This is an optimization exercise on Yosys and OpenROAD, whose aim is small area and a short achievable clock period, not a production implementation. In this exercise RTL edits were held to simulation tests only and were not proved equivalent to the original. Power and IR drop assume default switching activity.

oak:
==> flow/design.v <==
`timescale 1ns / 1ps
module window_buffer (
    input clk,
    input rst,
    input in_in,             
    input in_qn,             
    output [31:0] win
);
    localparam [31:0] INV = 32'hcccc_cccc;      
    reg [31:0] sr;
    always @(posedge clk) begin
        if (rst)
            sr <= INV;                           
        else
            sr <= {~sr[29:0], in_qn, in_in};
    end
    wire [31:0] flags = sr ^ INV;
    genvar k;
    generate
        for (k = 0; k < 16; k = k + 1) begin : g_win
            assign win[2*k+1] = flags[31-2*k];
            assign win[2*k]   = flags[30-2*k];
        end
    endgenerate
endmodule
`timescale 1ns / 1ps
module uw_match_score (
    input  [31:0] uw_pattern,
    input  [31:0] win,           
    output [1:0]  best_rot,
    output [4:0]  level          
);
    wire [15:0] alpha, beta;
    genvar k;
    generate
        for (k = 0; k < 16; k = k + 1) begin : g_sym
            wire in = win[2*k];
            wire qn = win[2*k+1];
            wire uq = uw_pattern[31-2*k];
            wire ui = uw_pattern[30-2*k];
            wire e  = ~(uq ^ ui);
            assign alpha[k] = (e ? in : qn) ^ uq;
            assign beta[k]  = (e ? qn : in) ^ ui;
        end
    endgenerate
    function [1:0] fa(input x, input y, input z);
        fa = {(x & y) | (x & z) | (y & z), x ^ y ^ z};
    endfunction
    function [1:0] ha(input x, input y);
        ha = {x & y, x ^ y};
    endfunction
    function [4:0] pop16(input [15:0] x);
        reg [1:0] a1, a2, a3, a4, a5, b1, b2, b3, c1, c2, c3, d1, d2, e1, e2, e3;
        begin
            a1 = fa(x[0], x[1], x[2]);
            a2 = fa(x[3], x[4], x[5]);
            a3 = fa(x[6], x[7], x[8]);
            a4 = fa(x[9], x[10], x[11]);
            a5 = fa(x[12], x[13], x[14]);
            b1 = fa(a1[0], a2[0], a3[0]);
            b2 = fa(a4[0], a5[0], x[15]);
            b3 = ha(b1[0], b2[0]);
            c1 = fa(a1[1], a2[1], a3[1]);
            c2 = fa(a4[1], a5[1], b1[1]);
            c3 = fa(c1[0], c2[0], b2[1]);
            d1 = ha(c3[0], b3[1]);
            e1 = fa(c1[1], c2[1], c3[1]);
            e2 = ha(e1[0], d1[1]);
            e3 = ha(e1[1], e2[1]);
            pop16 = {e3[1], e3[0], e2[0], d1[0], b3[0]};
        end
    endfunction
    wire [4:0] a = pop16(alpha);
    wire [4:0] b = pop16(beta);
    wire a_lo = ~(a[4] | a[3]);                  
    wire b_lo = ~(b[4] | b[3]);                  
    wire b_hi = b[4] | (b[3] & (|b[2:0]));        
    wire [3:0] a_m = {a[4], a[2:0] ^ {3{a_lo}}};
    wire [3:0] b_m = {b[4], b[2:0] ^ {3{b_lo}}};
    assign level    = a_m + b_m + {a_lo | b_lo, ~(a_lo ^ b_lo)};
    assign best_rot = {a_lo, a_lo ? b_hi : b_lo};
endmodule
`timescale 1ns / 1ps
module phase_corrector (
    input  [1:0] best_rot,
    input  signed [15:0] i_in,
    input  signed [15:0] q_in,
    output signed [15:0] i_out,
    output signed [15:0] q_out
);
    wire swap  = best_rot[0];
    wire neg_i = best_rot[0] ^ best_rot[1];
    wire neg_q = best_rot[1];
    wire [15:0] a = swap ? q_in : i_in;
    wire [15:0] b = swap ? i_in : q_in;
    wire [15:0] a_low, b_low;    
    assign a_low[0] = 1'b0;
    assign b_low[0] = 1'b0;
    genvar k;
    generate
        for (k = 1; k < 16; k = k + 1) begin : g_or
            assign a_low[k] = |a[k-1:0];
            assign b_low[k] = |b[k-1:0];
        end
    endgenerate
    assign i_out = a ^ (a_low & {16{neg_i}});
    assign q_out = b ^ (b_low & {16{neg_q}});
endmodule
`timescale 1ns / 1ps
module uw_phase_resolver (
    input clk,
    input rst,
    input [31:0] uw_pattern,                 
    output [13:0] mem_addr,                  
    input signed [15:0] rd_i,                
    input signed [15:0] rd_q,                
    output reg wr_en,
    output [13:0] wr_addr,
    output signed [15:0] wr_i,
    output signed [15:0] wr_q,
    output reg [1:0] best_rot,               
    output [13:0] match_index,               
    output reg valid                         
);
    reg [13:0] pos;
    reg        held;
    reg [4:0]  max_level;
    reg        better_d;                     
    reg [1:0]  rot_d;                        
    reg [13:0] best_index_n;                 
    wire [14:0] next  = {1'b0, pos} + 15'd1;
    wire        last  = next[14];                
    wire        hold  = last & held;
    assign mem_addr    = next[13:0];
    assign wr_addr     = pos;
    assign match_index = ~(best_index_n | {14{~valid}});
    wire judge = ~valid & ~(&pos[13:1]);
    wire [31:0] win;
    window_buffer buffer_inst (
        .clk(clk),
        .rst(rst),
        .in_in(rd_i[15] & ~last),                
        .in_qn(rd_q[15] & ~last),
        .win(win)
    );
    wire [1:0] match_rot;
    wire [4:0] match_level;
    uw_match_score scorer (
        .uw_pattern(uw_pattern),
        .win(win),
        .best_rot(match_rot),
        .level(match_level)
    );
    phase_corrector pc_inst (
        .best_rot(best_rot),
        .i_in(rd_i),
        .q_in(rd_q),
        .i_out(wr_i),
        .q_out(wr_q)
    );
    always @(posedge clk) begin
        pos   <= next[13:0] | {14{rst | hold}};
        held  <= ~rst & (last ? valid | ~held : held);
        valid <= ~rst & (valid | (last & held));
        wr_en <= ~rst & (last ? valid & ~wr_en & ~held : wr_en);
    end
    wire better = judge && match_level > max_level;
    always @(posedge clk) begin
        if (rst)
            max_level <= 5'd0;
        else if (better)
            max_level <= match_level;
        better_d <= ~rst & better;
        rot_d    <= match_rot;
    end
    always @(posedge clk) begin
        if (rst)
            best_rot <= 2'd0;
        else if (better_d)
            best_rot <= rot_d;
    end
    always @(posedge clk) begin
        if (better_d)
            best_index_n <= ~(pos - 14'd17);
    end
endmodule
==> flow/config.mk <==
export PLATFORM = sky130hd
export DESIGN_NAME = uw_phase_resolver
export DESIGN_NICKNAME = uw_phase_resolver
export VERILOG_FILES = /design/flow/design.v
export SDC_FILE = /design/flow/constraint.sdc
export NUM_CORES = 4
export LEC_CHECK = 0
export CAP_MARGIN = 20
export CORE_MARGIN = 2
export CORE_UTILIZATION = 65
export PLACE_DENSITY = 0.75
export SLEW_MARGIN = 20
==> flow/constraint.sdc <==
create_clock -name core_clock -period 28.0 [get_ports {clk}]
set_input_delay 5.6000 -clock core_clock [delete_from_list [all_inputs] [get_ports {clk}]]
set_output_delay 5.6000 -clock core_clock [all_outputs]
set_load 0.01 [all_outputs]
standard.sh (not shown) runs the stock make flow with config.mk's settings and CLKGATE_MAP_FILE= SYNTH_SCRIPT=/design/flow/synth_recipe.tcl, a recipe that flattens the netlist after the stock synthesis.
==> flow/flow/run.sh <==
#!/bin/bash
# Own layout flow: the standard ORFS layout (standard.sh) with these changes:
#  * ABC maps the logic with scripts of its own instead of ORFS's speed
#    script (delay-oriented for the wr_i/wr_q cone, area-oriented for the
#    rest), and only full adders are extracted as adder cells (see
#    flow/abc_override.tcl; registers, their names and cells are untouched:
#    both only change how the combinational logic is mapped);
#  * the port buffers that buffer_ports puts on every input and output are
#    sky130_fd_sc_hd__buf_1.
set -euo pipefail
here=$(pwd)
export BUFFER_PORTS_ARGS="-buffer_cell sky130_fd_sc_hd__buf_1"
# Clock tree without the dummy loads CTS adds for balance.
export CTS_ARGS="-sink_clustering_enable -repair_clock_nets -dont_use_dummy_load -buf_list sky130_fd_sc_hd__clkbuf_8"
sed "s#@DIR@#$here/flow#g" flow/abc_override.tcl > flow_abc_override.tcl
sed "s#^source \$::env(SCRIPTS_DIR)/synth.tcl#source $here/flow_abc_override.tcl\n&#" synth_recipe.tcl > flow_synth.tcl
grep -q flow_abc_override flow_synth.tcl
sed "s#SYNTH_SCRIPT=[^ ]*#SYNTH_SCRIPT=$here/flow_synth.tcl#" standard.sh > flow_standard.sh
grep -q "SYNTH_SCRIPT=$here/flow_synth.tcl" flow_standard.sh
bash flow_standard.sh finish > flow_make.log 2>&1
==> flow/flow/abc_area.script <==
&get -n
&st
&dch -f
&nf -a
&put
topo
Other scripts of this flow, unchanged in this note and not shown: flow/flow/abc_delay.script, flow/flow/abc_override.tcl
oak: full flow OK, the timing, design-rule and antenna checks passed
Input changes introduced in pine (baseline for comparison: oak):
- a change of PLACE_DENSITY from 0.75 to 0.65
- a change of CORE_UTILIZATION from 65 to 55
==> flow/flow/abc_area.script <==
&get -n
&st
&dc2
&dch
&nf -a -R 1000
&put
topo
==> comparison <==
pine closes out successfully: all stages finished, all timing, DRC and antenna checks passed. Re worst setup slack: pine and oak aren't equal, and the higher value belongs to pine. Delta (pine minus oak): highest ir drop seen on vdd has decreased; total number of tap cells has increased; routed via count has increased; mean instance size in the synthesized netlist has decreased; max-slew violation count has remained practically unchanged. pine vs oak, startpoint of the worst setup timing path: rd_q[0] vs rd_i[1].
[inputs] birch vs pine
- CORE_UTILIZATION now 65, was 55
- PLACE_DENSITY now 0.75, was 0.65
-- flow/flow/run.sh --
<<< pine, line 11
here=$(pwd)
export BUFFER_PORTS_ARGS="-buffer_cell sky130_fd_sc_hd__buf_1"
# Clock tree without the dummy loads CTS adds for balance.
export CTS_ARGS="-sink_clustering_enable -repair_clock_nets -dont_use_dummy_load -buf_list sky130_fd_sc_hd__clkbuf_8"
>>> birch, line 11
here=$(pwd)
export BUFFER_PORTS_ARGS="-buffer_cell sky130_fd_sc_hd__buf_1"
export SETUP_SLACK_MARGIN=15.35
# Clock tree without the dummy loads CTS adds for balance.
export CTS_ARGS="-sink_clustering_enable -repair_clock_nets -dont_use_dummy_load -buf_list sky130_fd_sc_hd__clkbuf_8"
==> flow/flow/abc_area.script <==
&get -n
&st
&dch -f
&nf -a
&put
topo
Notes after the runs:
Both conditions hold for birch: the flow ran to the end and the final layout passed the timing, design-rule and antenna checks.
pine: flow completed, timing, DRC and antenna clean
Between pine and birch, the cell area after synthesis is higher for birch.
For leakage component of the power, dividing the value from birch by the value from pine gives 1.06.
Worst setup slack for birch is higher than for pine.
birch — complex-gate fraction of the synthesized area 1.7 points lower, pine as reference
For largest voltage drop on the vdd net, dividing the value from birch by the value from pine gives 1.19.
From pine to birch the numbers moved as follows: relative area of clock buffers and inverters in the final design closely matched the old numbers; number of nets in the final layout increased by 12 relative to the old numbers.
Total wire length after detailed routing in birch is about 3.5% above pine.


Setup of run A:
RTL: the design.v shown in full above, as it stands there.
==> flow/config.mk <==
export PLATFORM = sky130hd
export DESIGN_NAME = uw_phase_resolver
export DESIGN_NICKNAME = uw_phase_resolver
export VERILOG_FILES = /design/flow/design.v
export SDC_FILE = /design/flow/constraint.sdc
export NUM_CORES = 4
export LEC_CHECK = 0
export CAP_MARGIN = 20
export CORE_MARGIN = 2
export CORE_UTILIZATION = 72
export PLACE_DENSITY = 0.8
export SLEW_MARGIN = 20
==> flow/constraint.sdc <==
create_clock -name core_clock -period 28.0 [get_ports {clk}]
set_input_delay 5.6000 -clock core_clock [delete_from_list [all_inputs] [get_ports {clk}]]
set_output_delay 5.6000 -clock core_clock [all_outputs]
set_load 0.01 [all_outputs]
==> flow/flow/run.sh <==
#!/bin/bash
# Own layout flow: the standard ORFS layout (standard.sh) with these changes:
#  * ABC maps the logic with scripts of its own instead of ORFS's speed
#    script (delay-oriented for the wr_i/wr_q cone, area-oriented for the
#    rest), and only full adders are extracted as adder cells (see
#    flow/abc_override.tcl; registers, their names and cells are untouched:
#    both only change how the combinational logic is mapped);
#  * the port buffers that buffer_ports puts on every input and output are
#    sky130_fd_sc_hd__buf_1.
set -euo pipefail
here=$(pwd)
export BUFFER_PORTS_ARGS="-buffer_cell sky130_fd_sc_hd__buf_1"
# Clock tree without the dummy loads CTS adds for balance.
export CTS_ARGS="-sink_clustering_enable -repair_clock_nets -dont_use_dummy_load -buf_list sky130_fd_sc_hd__clkbuf_8"
sed "s#@DIR@#$here/flow#g" flow/abc_override.tcl > flow_abc_override.tcl
sed "s#^source \$::env(SCRIPTS_DIR)/synth.tcl#source $here/flow_abc_override.tcl\n&#" synth_recipe.tcl > flow_synth.tcl
grep -q flow_abc_override flow_synth.tcl
sed "s#SYNTH_SCRIPT=[^ ]*#SYNTH_SCRIPT=$here/flow_synth.tcl#" standard.sh > flow_standard.sh
grep -q "SYNTH_SCRIPT=$here/flow_synth.tcl" flow_standard.sh
bash flow_standard.sh finish > flow_make.log 2>&1
Other scripts of this flow, unchanged in this note and not shown: flow/flow/abc_area.script, flow/flow/abc_delay.script, flow/flow/abc_override.tcl
Run A | stages: all done | timing, DRC, antenna: all pass
diff inputs: run A => run B
- a change of CORE_UTILIZATION from 72 to 65
- a change of PLACE_DENSITY from 0.8 to 0.75
Notes after the runs:
Run B vs. run A: global-route usage has decreased; final area has increased.
The clock-pin slew reported for the worst setup and hold paths after clock tree synthesis on run A is in line with that on run B.
Looking at timing startpoint of the critical path, the rd_i[1] result is from run A; the rd_q[0] one comes from run B.
Overall die width went up by a few percent going from run A to run B.
Any difference in fmax between run A and run B is small enough to ignore.
Compared with run A, in run B power per cell area shows a reduction of 1.2%; sequential share of layout area shows a reduction of 0.15 points; multi-input gate share of the layout cell area shows a reduction of 0.31 points.
For run C, these inputs were changed with respect to run B:
diff --git a/flow/flow/run.sh b/flow/flow/run.sh
--- a/flow/flow/run.sh
+++ b/flow/flow/run.sh
@@ -12,2 +12,4 @@
 export BUFFER_PORTS_ARGS="-buffer_cell sky130_fd_sc_hd__buf_1"
+export SETUP_SLACK_MARGIN=15.25
+export SETUP_MOVE_SEQUENCE=sizeup
 # Clock tree without the dummy loads CTS adds for balance.
### Flow results
- Net switching power: run C higher than run B
- Logic gate share of total power: run C vs run B up 0.4 points
- On standard cell core area, run B and run C are neck and neck.
- Comparing run C with run B, the global-route wire length before repair came out essentially unchanged.
- On total CTS buffers, run B and run C are neck and neck.
- Looking at run B and run C, the clock share of power is a wash.
- Count of buffer and inverter cells on the critical path: run B vs run C identical
- Sequential share of power essentially unchanged between run B and run C.
- Against run B, run C comes in about 2.2% higher on post-route cell area.
- Area of the multi-input gates sits higher in run C than in run B.
- Comparing run C against run B, there is no change at all in number of H-tree branching levels.

## separate check: timing with driven ports
The flow's constraints put no driver on any port. The routed layouts listed below were extracted and timed again, unchanged, in two steps.
Step 1 sets driving cells, clkbuf_16 on the clock port and buf_2 on the other inputs (assumed; they add their load-dependent delay and slew).
Step 2 times the ports against the registers' clock, not the clock port: input delays grow and output delays shrink by t, the midpoint of the rising clock arrivals with the driver on.
Three values: ideal ports, drivers, drivers and shift; two values: the first two.
run | t (ns) | setup WS [ns] | clock arrival spread, ns | worst slew at a driven data input, ns
oak | 0.364 | 15.089 / 15.066 / 15.066 | 0.029 / 0.029 | 0.05
pine | 0.365 | 15.189 / 15.170 / 15.170 | 0.041 / 0.041 | 0.04
birch | 0.363 | 15.283 / 15.261 / 15.261 | 0.029 / 0.029 | 0.06
run A | 0.364 | 15.150 / 15.124 / 15.124 | 0.028 / 0.028 | 0.05
run B | 0.364 | 15.175 / 15.153 / 15.153 | 0.037 / 0.037 | 0.05
run C | 0.366 | 15.278 / 15.252 / 15.252 | 0.038 / 0.038 | 0.05
After both steps every run listed still meets setup and hold.
